This is an optimization exercise on Yosys and OpenROAD, whose aim is small area, a short achievable clock period and few clock cycles, not a production implementation. Where RTL was checked, it was by simulation tests only, not by an equivalence proof against the original.

## 10-22
Design geofence, start of the top module:
module geofence (clk, reset, X, Y, R, valid, is_inside);
    input clk;
    input reset;
    input [9:0] X;
    input [9:0] Y;
    input [10:0] R;
    output valid;
    output is_inside;
    localparam SORT = 5'd25;
    reg [4:0] cyc;
    reg valid_r;
    reg fb;                  
    reg [1:0] sj;            
    reg [2:0] si;            
    reg [1:0] sph;           
    assign valid = valid_r;
    wire bad;                
    wire sort_done = (cyc == SORT) && (sph == 2'd2) && (sj == 2'd3) && (si == 3'd4);
    reg [4:0] cn;            
    reg [4:0] cw;            
    reg fbn;
    reg [1:0] sjn, sphn;
    reg [2:0] sin;
    always @(*) begin
        if (cyc == 5'd23)
            cn = (fb || !bad) ? 5'd24 : SORT;
        else if (cyc == 5'd24)
            cn = 5'd0;
        else if (cyc == SORT)
            cn = sort_done ? 5'd7 : SORT;
        else
            cn = cyc + 5'd1;
        if (cyc == 5'd24)
            cw = 5'd0;
        else if (cyc == SORT)
            cw = sort_done ? 5'd7 : SORT;
        else
            cw = cyc + 5'd1;
        fbn = (cyc == 5'd23 && !fb && bad) ? 1'b1 : (cyc == 5'd24) ? 1'b0 : fb;
        sphn = 2'd3; sjn = 2'd0; sin = 3'd0;
        if (cyc == SORT) begin
            sphn = (sph == 2'd2) ? 2'd0 : sph + 2'd1;
            sjn = (sph == 2'd2) ? sj + 2'd1 : sj;
            sin = (sph == 2'd2 && sj == 2'd3) ? si + 3'd1 : si;
        end
    end
    always @(posedge clk or posedge reset) begin
        if (reset) begin
            cyc <= 5'd0;
            valid_r <= 1'b0;
            fb <= 1'b0;
            sj <= 2'd0;
            si <= 3'd0;
            sph <= 2'd0;
        end else begin
            valid_r <= (cyc == 5'd23) && (fb || !bad);
            cyc <= cn;
            fb <= fbn;
            sj <= sjn;
            si <= sin;
            sph <= sphn;
        end
    end
    reg d_c6;
    reg d_load, d_newf, d_cxld, d_area, d_accen, d_accfirst;
    reg [5:0] d_vld;
    reg [2:0] d_psel;
    reg [3:0] d_fw;          
    reg d_flw;               
    reg [3:0] d_last;        
    integer k;
  ...
For scale: roughly 760 flip-flops, ~35 I/O pins, roughly 57,000 sq um of cells after synthesis.
==> flow/config.mk <==
export PLATFORM = sky130hd
export DESIGN_NAME = geofence
export DESIGN_NICKNAME = geofence
export VERILOG_FILES = /design/flow/design.v
export SDC_FILE = /design/flow/constraint.sdc
export NUM_CORES = 4
export LEC_CHECK = 0
export CAP_MARGIN = 20
export CORE_MARGIN = 2
export CORE_UTILIZATION = 35
export GPL_ROUTABILITY_DRIVEN = 1
export PLACE_DENSITY = 0.5
export SLEW_MARGIN = 20
==> flow/constraint.sdc <==
create_clock -name core_clock -period 24.0 [get_ports {clk}]
set_input_delay 4.8000 -clock core_clock [delete_from_list [all_inputs] [get_ports {clk}]]
set_output_delay 4.8000 -clock core_clock [all_outputs]
set_load 0.01 [all_outputs]
standard.sh (not shown) runs the stock make flow with config.mk's settings and CLKGATE_MAP_FILE= SYNTH_SCRIPT=/design/flow/synth_recipe.tcl, a recipe that flattens the netlist after the stock synthesis.
==> flow/flow/run.sh <==
#!/bin/bash
set -euo pipefail
export SETUP_SLACK_MARGIN=18
bash standard.sh > standard_flow.log 2>&1
Testbench counts of 10-22, summed over its fixed seeds: cycles 40,936.
> inputs changed (10-22 -> 01-18)
diff --git a/flow/design.v b/flow/design.v
--- a/flow/design.v
+++ b/flow/design.v
@@ -98,36 +98,40 @@
         d_flw <= (cw >= 5'd9) && (cw <= 5'd11);
         d_last <= {cw == 5'd12, cw == 5'd11, cw == 5'd10, cw == 5'd9};
         d_c6 <= (cw == 5'd6);
         end
     end
     reg [9:0]  rx [0:5];
     reg [9:0]  ry [0:5];
     reg [10:0] rr [0:5];
     reg [2:0]  rk [0:5];
-    reg [5:0]  xhl, xhe, xll, xle, yhl, yhe, yll;
-    wire [5:0] xltr = xhl | (xhe & xll);
-    wire [5:0] xeqr = xhe & xle;
-    wire [5:0] yltr = yhl | (yhe & yll);
+    reg [5:0]  xl2, xe2, xl1, xe1, xl0, xe0, yl2, ye2, yl1, ye1, yl0;
+    wire [5:0] xltr = xl2 | (xe2 & (xl1 | (xe1 & xl0)));
+    wire [5:0] xeqr = xe2 & xe1 & xe0;
+    wire [5:0] yltr = yl2 | (ye2 & (yl1 | (ye1 & yl0)));
     wire [5:0] ltr = (xltr | (xeqr & yltr)) & vldr;   
     wire [5:0] gtr = {1'b0, ~ltr[4:0] & vldr[4:0]};    
     reg [2:0]  ek [0:5];          
-    reg  [5:0] cxhl, cxhe, cxll, cxle, cyhl, cyhe, cyll;
+    reg  [5:0] cxl2, cxe2, cxl1, cxe1, cxl0, cxe0, cyl2, cye2, cyl1, cye1, cyl0;
     reg  [5:0] vldr;
     always @(*) begin
         for (k = 0; k < 6; k = k + 1) begin
-            cxhl[k] = (rx[k][9:5] < X[9:5]);
-            cxhe[k] = (rx[k][9:5] == X[9:5]);
-            cxll[k] = (rx[k][4:0] < X[4:0]);
-            cxle[k] = (rx[k][4:0] == X[4:0]);
-            cyhl[k] = (ry[k][9:5] < Y[9:5]);
-            cyhe[k] = (ry[k][9:5] == Y[9:5]);
-            cyll[k] = (ry[k][4:0] < Y[4:0]);
+            cxl2[k] = (rx[k][9:7] < X[9:7]);
+            cxe2[k] = (rx[k][9:7] == X[9:7]);
+            cxl1[k] = (rx[k][6:4] < X[6:4]);
+            cxe1[k] = (rx[k][6:4] == X[6:4]);
+            cxl0[k] = (rx[k][3:0] < X[3:0]);
+            cxe0[k] = (rx[k][3:0] == X[3:0]);
+            cyl2[k] = (ry[k][9:7] < Y[9:7]);
+            cye2[k] = (ry[k][9:7] == Y[9:7]);
+            cyl1[k] = (ry[k][6:4] < Y[6:4]);
+            cye1[k] = (ry[k][6:4] == Y[6:4]);
+            cyl0[k] = (ry[k][3:0] < Y[3:0]);
         end
     end
     reg [2:0] ltcnt;
     always @(*) begin
         ltcnt = 3'd0;
         for (k = 0; k < 6; k = k + 1)
             ltcnt = ltcnt + {2'b0, ltr[k]};
         for (k = 0; k < 5; k = k + 1)
             ek[k] = rk[k] + {2'b0, gtr[k]};
@@ -136,26 +140,28 @@
     always @(posedge clk) begin
         for (k = 0; k < 5; k = k + 1) begin
             rx[k] <= rx[k+1];
             ry[k] <= ry[k+1];
             rr[k] <= rr[k+1];
             rk[k] <= ek[k+1];
         end
         if (d_load) begin
             rx[5] <= X; ry[5] <= Y; rr[5] <= R;
-            xhl <= {1'b0, cxhl[5:1]}; xhe <= {1'b0, cxhe[5:1]};
-            xll <= {1'b0, cxll[5:1]}; xle <= {1'b0, cxle[5:1]};
-            yhl <= {1'b0, cyhl[5:1]}; yhe <= {1'b0, cyhe[5:1]}; yll <= {1'b0, cyll[5:1]};
+            xl2 <= {1'b0, cxl2[5:1]}; xe2 <= {1'b0, cxe2[5:1]};
+            xl1 <= {1'b0, cxl1[5:1]}; xe1 <= {1'b0, cxe1[5:1]};
+            xl0 <= {1'b0, cxl0[5:1]}; xe0 <= {1'b0, cxe0[5:1]};
+            yl2 <= {1'b0, cyl2[5:1]}; ye2 <= {1'b0, cye2[5:1]};
+            yl1 <= {1'b0, cyl1[5:1]}; ye1 <= {1'b0, cye1[5:1]}; yl0 <= {1'b0, cyl0[5:1]};
             vldr <= {1'b0, d_vld[5:1]};
         end else begin
             rx[5] <= rx[0]; ry[5] <= ry[0]; rr[5] <= rr[0]; rk[5] <= ek[0];
-            xhl <= 6'd0; xhe <= 6'd0; xll <= 6'd0; xle <= 6'd0;
-            yhl <= 6'd0; yhe <= 6'd0; yll <= 6'd0;
+            xl2 <= 6'd0; xe2 <= 6'd0; xl1 <= 6'd0; xe1 <= 6'd0; xl0 <= 6'd0; xe0 <= 6'd0;
+            yl2 <= 6'd0; ye2 <= 6'd0; yl1 <= 6'd0; ye1 <= 6'd0; yl0 <= 6'd0;
             vldr <= 6'd0;
         end
     end
     function [19:0] rdxy;
         input [2:0] want;
         input [59:0] xs, ys;
         input [17:0] ks;
         integer i;
         begin
Results
The utilization after layout was comparable across 10-22 and 01-18.
| minimum clock period | higher: 10-22 |
10-22 → 01-18: cell count flat, share of synthesized cell area in and, or, nand and nor gates picked up an extra 0.28 points, number of detailed-routing iterations run before antenna repair grew by 2.
Logic depth of the worst register-to-register path (higher): 01-18
Between 10-22 and 01-18, the difference in post-layout net count is negligible.
01-18 vs 10-22, largest net degree at the start of global routing went up by 2.
Summary of 01-18 over 10-22: total wire length after detailed routing decreased about 2.1%; post-route fraction of the period consumed by the critical path level; transition time at the pin with the least slew margin now sits lower.
For 01-18, only the layout was checked, not whether the RTL still works.

[static timing again, ports no longer ideal]
Ports are ideal in the flow. The routed layouts listed here were re-timed in OpenROAD.
Step 1: set_driving_cell puts a clkbuf_16 on clk and a buf_2 on each other input, an assumption about the parent block.
Step 2 moves the port delays by t, midway between the first and last clock arrival at a register: inputs arrive t later, outputs are due t later. That takes back most of the time a late clock gives input paths.
Three values: no drivers, after step 1, after step 2; two values: the first two.
run | t, ns | slack for setup (ns) | worst setup path at the end | slew at the worst register clock pin (ns) | worst data-port slew with drivers (ns)
10-22 | 0.780 | 17.950 / 17.862 / 17.319 | input to register | 0.07 / 0.07 | 0.11
01-18 | 0.778 | 17.965 / 17.885 / 17.306 | input to register | 0.07 / 0.07 | 0.12
After both steps setup and hold are still met in every run listed. For 01-18, which loses most, drivers alone change the setup slack by -0.080 ns; drivers and shift together by -0.659 ns.
